Source: an optimization exercise on an open RTL-to-GDS flow (aim: small area). Production flows keep margins and buffers that such runs may drop.
Function was checked by simulation only, so behaviour that the tests miss may differ from the original.

## flow/design.v (module list and top-level ports; edited modules follow where they fit)
// module mul18x18L_core: 1842 lines
// module mul18x18L: 5 lines
// module mul10x18L_core: 986 lines
// module mul10x18L: 5 lines
// module sq18L_core: 963 lines
// module sq18L: 5 lines
// module sq10_core: 313 lines
// module sq10: 5 lines
// module rca: 20 lines
// module cmpgt: 17 lines
// module fmul_post: 18 lines
// module fmul: 12 lines
// module fmul10: 14 lines
// module fadd: 72 lines
// module frag_to_world_vector: 171 lines
// module int2fp10: 32 lines
module frag_to_world_vector (
    input i_clk,
    input [10-1:0] i_x,   
    input [10-1:0] i_y,
    input [26:0] look_at_1_1,   
    input [26:0] look_at_1_2,   
    input [26:0] look_at_1_3,
    input [26:0] look_at_2_1,
    input [26:0] look_at_2_2,
    input [26:0] look_at_2_3,
    input [26:0] look_at_3_1,
    input [26:0] look_at_3_2,
    input [26:0] look_at_3_3,
    output [26:0] o_x,   
    output [26:0] o_y,
    output [26:0] o_z
);
  // ...
==> flow/flow/run.sh <==
#!/bin/bash
# Own flow: the standard layout (standard synthesis unchanged), with the
# port buffers that global placement inserts on every input and output made
# with buf_1 cells. Logs: standard.log (and ORFS's own logs under orfs/logs).
set -euo pipefail
bash standard.sh "BUFFER_PORTS_ARGS=-buffer_cell sky130_fd_sc_hd__buf_1" finish > standard.log 2>&1
==> flow/standard.sh <==
#!/bin/bash
# synth_recipe.tcl (not shown) runs the flow's synth.tcl, then flattens the netlist and writes it again
# the make line also repeats each setting of config.mk as NAME=value (left out here)
make -C /OpenROAD-flow-scripts/flow DESIGN_CONFIG=/design/flow/config.mk WORK_HOME=/design/flow/orfs CLKGATE_MAP_FILE= SYNTH_SCRIPT=/design/flow/synth_recipe.tcl "${@:-finish}"
==> flow/config.mk <==
export PLATFORM = sky130hd
export DESIGN_NAME = frag_to_world_vector
export DESIGN_NICKNAME = frag_to_world_vector
export VERILOG_FILES = /design/flow/design.v
export SDC_FILE = /design/flow/constraint.sdc
export NUM_CORES = 4
export LEC_CHECK = 0
export CAP_MARGIN = 20
export CORE_MARGIN = 2
export CORE_UTILIZATION = 65
export CTS_CLUSTER_DIAMETER = 120
export CTS_CLUSTER_SIZE = 25
export SLEW_MARGIN = 20
==> flow/constraint.sdc <==
create_clock -name core_clock -period 35.0 [get_ports {i_clk}]
set_input_delay 7.0000 -clock core_clock [delete_from_list [all_inputs] [get_ports {i_clk}]]
set_output_delay 7.0000 -clock core_clock [all_outputs]
set_load 0.01 [all_outputs]
==> results by group, run 1 <==
Clock network
  – Hold_buf cts: 0
  – CTS tree: yes
  – Resized cells post-CTS: 0
  – Clk buf depth: 3
  – Clock sinks: 743

Route
  – Met1 WL: 196 mm
  – DRC: 0
  – Via count: 127000

Placement
  – Worst slack, placed: 5470 ps

Global route
  – Global-route wire length before repair: 780 mm
  – Largest net degree at the start of global routing: 55

STA
  – Setup violators final: 0
  – Worst Skew: 36.6 ps
  – Min Clock Period, post-route: 29790 ps
  – RSZ-0062 raised after global routing: no
  – Setup ws final: 5210 ps
  – Setup TNS: 0 ps

Layout
  – Inverters: 3853
  – Syn-to-layout area delta: 4.34%
  – Register area: 14900 um2
  – Commonest non-fill, non-tap cells in the layout: inv_1, fa_1, nor2_1

Synthesis
  – Post-synthesis adder-cell area fraction: 51.5%
  – Post-synth top area share: 46.8%

Critical path
  – Critical path's slowest cell: mux2i_1
  – Crit start category: flop
  – FF-to-FF End: r32[25]

Floorplan
  – Core Region: 246000 um2

Run status
  – Status: finished clean
==> inputs of run 2 (changes only) <==
==> flow/run.sh (new file) <==
#!/bin/bash
# synth_recipe.tcl (not shown) runs the flow's synth.tcl, then flattens the netlist and writes it again
# the make line also repeats each setting of config.mk as NAME=value (left out here)
make -C /OpenROAD-flow-scripts/flow DESIGN_CONFIG=/design/flow/config.mk WORK_HOME=/design/flow/orfs CLKGATE_MAP_FILE= SYNTH_SCRIPT=/design/flow/synth_recipe.tcl finish
removed: flow/flow/run.sh
removed: flow/standard.sh
==> run 2 against run 1 <==
  * Still clean
  * Global-route usage up 0.27 points
  * Via count is 0.27% higher
  * Utilization grew 0.71 points
  * Cell count down 0.20%
  * Critical path type unchanged
==> results by group, run 2 <==
Clock network
  – CTS Buf Count: 40
  – Clock sinks: 743 (unchanged)
  – Clk buf depth: 3 (unchanged)
  – Resized cells post-CTS: 0 (unchanged)
  – Post-CTS Setup Inserts: 0
  – Root buf cell: clkbuf_16
  – Hold_buf cts: 0 (unchanged)
  – Worst skew pair latency: 700 ps
  – Worst-path clk slew: 100 ps
  – H-tree depth: 2
  – CTS tree: yes

Critical path
  – Crit Path Category: reg2reg
  – CP most frequent cell: fa_1
  – Slowest stage delay, CP: 1010 ps
  – Critical path's slowest cell: mux2i_1
  – RR Startpoint: my3[4]
  – WP data arrival: 30400 ps
  – Worst setup EP type: flop
  – Worst Setup SP: my3[4]
  – Buf/Inv on CP: 9
  – Crit start category: flop
  – CP max FO: 30
  – Critical Path RT: 35530 ps
  – Cell family with the largest share of critical-path delay: adder cells

STA
  – Setup ws final: 5130 ps (-82.7 ps)
  – RSZ-0062 raised after global routing: no
  – Worst-Margin Slew: 1300 ps
  – Max_slew headroom: 10.7%
  – Hold Violations, Final: 0
  – Tcrit/Tclk final: 85.3%
  – Setup violators final: 0 (unchanged)
  – Final Max Tran Viols: 0
  – Maximum clock rate: 33.5 MHz
  – Worst Skew: 72.0 ps (+35.4 ps)
  – Hold WS: 270 ps
  – Setup TNS: 0 ps (unchanged)
  – Min Clock Period, post-route: 29870 ps (+82.8 ps)

Synthesis
  – Largest family of logic cells by synthesized area: adder cells
  – Post-synth top flop: dfxtp_1
  – Simple-Gate Fraction of Synth Area: 15.2%
  – Post-synth top area share: 46.8% (unchanged)
  – Netlist cell types: 102
  – Synth top area cells: fa_1, dfxtp_1, inv_1
  – Post-synthesis mux area share: 4.46%
  – Number of enable flip-flop cells after synthesis: 0
  – Synth area leader: fa_1
  – Compound-cell area share of the yosys netlist: 7.05%
  – Synthesized area: 160000 um2
  – Synthesis Warnings: 3
  – Synthesized area per cell: 8.95 um2
  – Syn_nets: 22500
  – Synth Area in XOR/XNOR: 1.37%
  – Ys async rst share: 0%
  – Seq/Total Area, Yosys: 9.27%
  – Top cells by count, synth: inv_1, fa_1, nor2_1
  – Post-Syn Instances: 17900
  – #FFs+latches synth: 743
  – Post-synthesis adder-cell area fraction: 51.5% (unchanged)
  – Top-count cell post-synth: inv_1

Global route
  – Total track usage: 41.4%
  – Vias in the first global route: 131000
  – Largest net degree at the start of global routing: 55 (unchanged)
  – Global-route wire length before repair: 786 mm (+0.77%)
  – Grt ovf: 0
  – Initial antenna violation count: 58

Layout
  – Share of layout cells above drive strength 1: 4.55%
  – Fillers: 20000
  – Multi-input logic area: 129000 um2
  – Syn-to-layout area delta: 5.43%
  – Util after Layout: 68.8%
  – Fin area: 169000 um2
  – Fin cells: 21000
  – Register area: 14900 um2 (unchanged)
  – Commonest non-fill, non-tap cells in the layout: inv_1, fa_1, nor2_1
  – Post-layout net count: 22300
  – Commonest non-fill, non-tap cell in the layout: inv_1

Route
  – DR vias/cell: 6.03
  – Routed wire per std cell: 24.1 um
  – Routed WL: 507 mm
  – Via count: 127000 (+0.27%)
  – First-pass iteration count of the detailed router: 12
  – DRC: 0 (unchanged)
  – DR iter-0 viols: 13200
  – Residual antenna-violating net count after detailed routing: 0

Min path
  – Min-delay src: o1z[3]
  – Worst hold-check path type: reg2reg

Floorplan
  – Die span in x: 501 um
  – Core Region: 246000 um2 (unchanged)
  – Initial core utilization: 65.3%
  – Die area: 251000 um2
  – Row cnt: 182
  – Number of I/O pins: 345
  – Die H: 501 um

Run status
  – Status: finished clean

Job
  – Max-Cap Viols: 0

Placement
  – Detailed placement HPWL: 390 mm
  – RD Place Congestion: 1.02
  – Placed insts: 20900
  – Worst slack, placed: 5520 ps (+56.7 ps)
  – Placed cell areas: 168000 um2
  – IO buf count: 335
-- run 2: cell count changes in the layout (fill, tap and decap cells not counted), moves of 2 or more --
cell,previous run,this run
nor3_4,4,1
a211oi_1,147,144
diode_2,38,33
inv_12,1,3
clkdlybuf4s50_1,0,335
mux2i_4,17,15
buf_2,2,0
inv_16,3,1
nor3_2,9,12
buf_4,362,327
buf_1,333,0
a211oi_2,4,7
mux2i_1,377,380
-- run 2: cells by family (layout without fill, tap and decap cells) --
group | Yosys count | after routing
and+or+nand+nor | 5557 | 5557
DFF | 743 | 743
adders and majority gates | 4379 | 4379
AOI/OAI and AO/OA | 1675 | 1675
buffers and inverters | 4730 | 4572
other | 0 | 33
muxes | 608 | 608
xor gates and xnor gates | 242 | 242
-- run 2: worst paths after layout --
kind | to | slack [ps] | cells after the start
hold / removal | o0z[3] | 270 | 0
hold reg to reg | o0z[3] | 270 | 0
setup reg to reg | r32[25] | 5130 | 87
setup / recovery | r32[25] | 5130 | 87
-- run 2: cell type report --
cell class	count	share of cell area, %
inverter	3853	8.56
multi-input combinational	12500	76.0
timing repair buffer	663	3.44
antenna	33	0.0488
clock buffer	42	0.608
tap	3220	2.38
sequential	743	8.79
clock inverter	14	0.137
-- run 2: layer usage --
layer	vias to the layer above	part of all wire [%]	global-route usage, %
met5	-	0.053	0
met1	63600	38	57.4
met2	7941	43	60.8
met4	42	5.2	17.5
met3	1402	14	12.4
li1	53900	-	-

==> port drivers added, routing unchanged <==
In the flow no input, the clock included, has a driving cell. The finished layouts below were timed again as built, in two steps. Step 1 sets driving cells, clkbuf_16 on the clock port and buf_2 on the other inputs (assumed; they add their load-dependent delay and slew). Step 2 adds t to the input delays and takes it off the output delays; t is the mean of the earliest and latest rising clock arrival at the registers after step 1. Input paths then give back, and output paths get back, about the clock's delay inside the block. a / b / c = ideal ports / drivers / drivers and shift; a / b = the first two.
| run | t, ns | slack for setup (ns) | worst setup path after step 2 | clock arrival spread, ns |
|---|---|---|---|---|
| run 1 | 0.757 | 5.213 / 5.213 / 5.213 | register to register | 0.045 / 0.044 |
| run 2 | 0.748 | 5.131 / 5.131 / 5.131 | register to register | 0.080 / 0.081 |
After both steps every run listed still meets setup and hold.
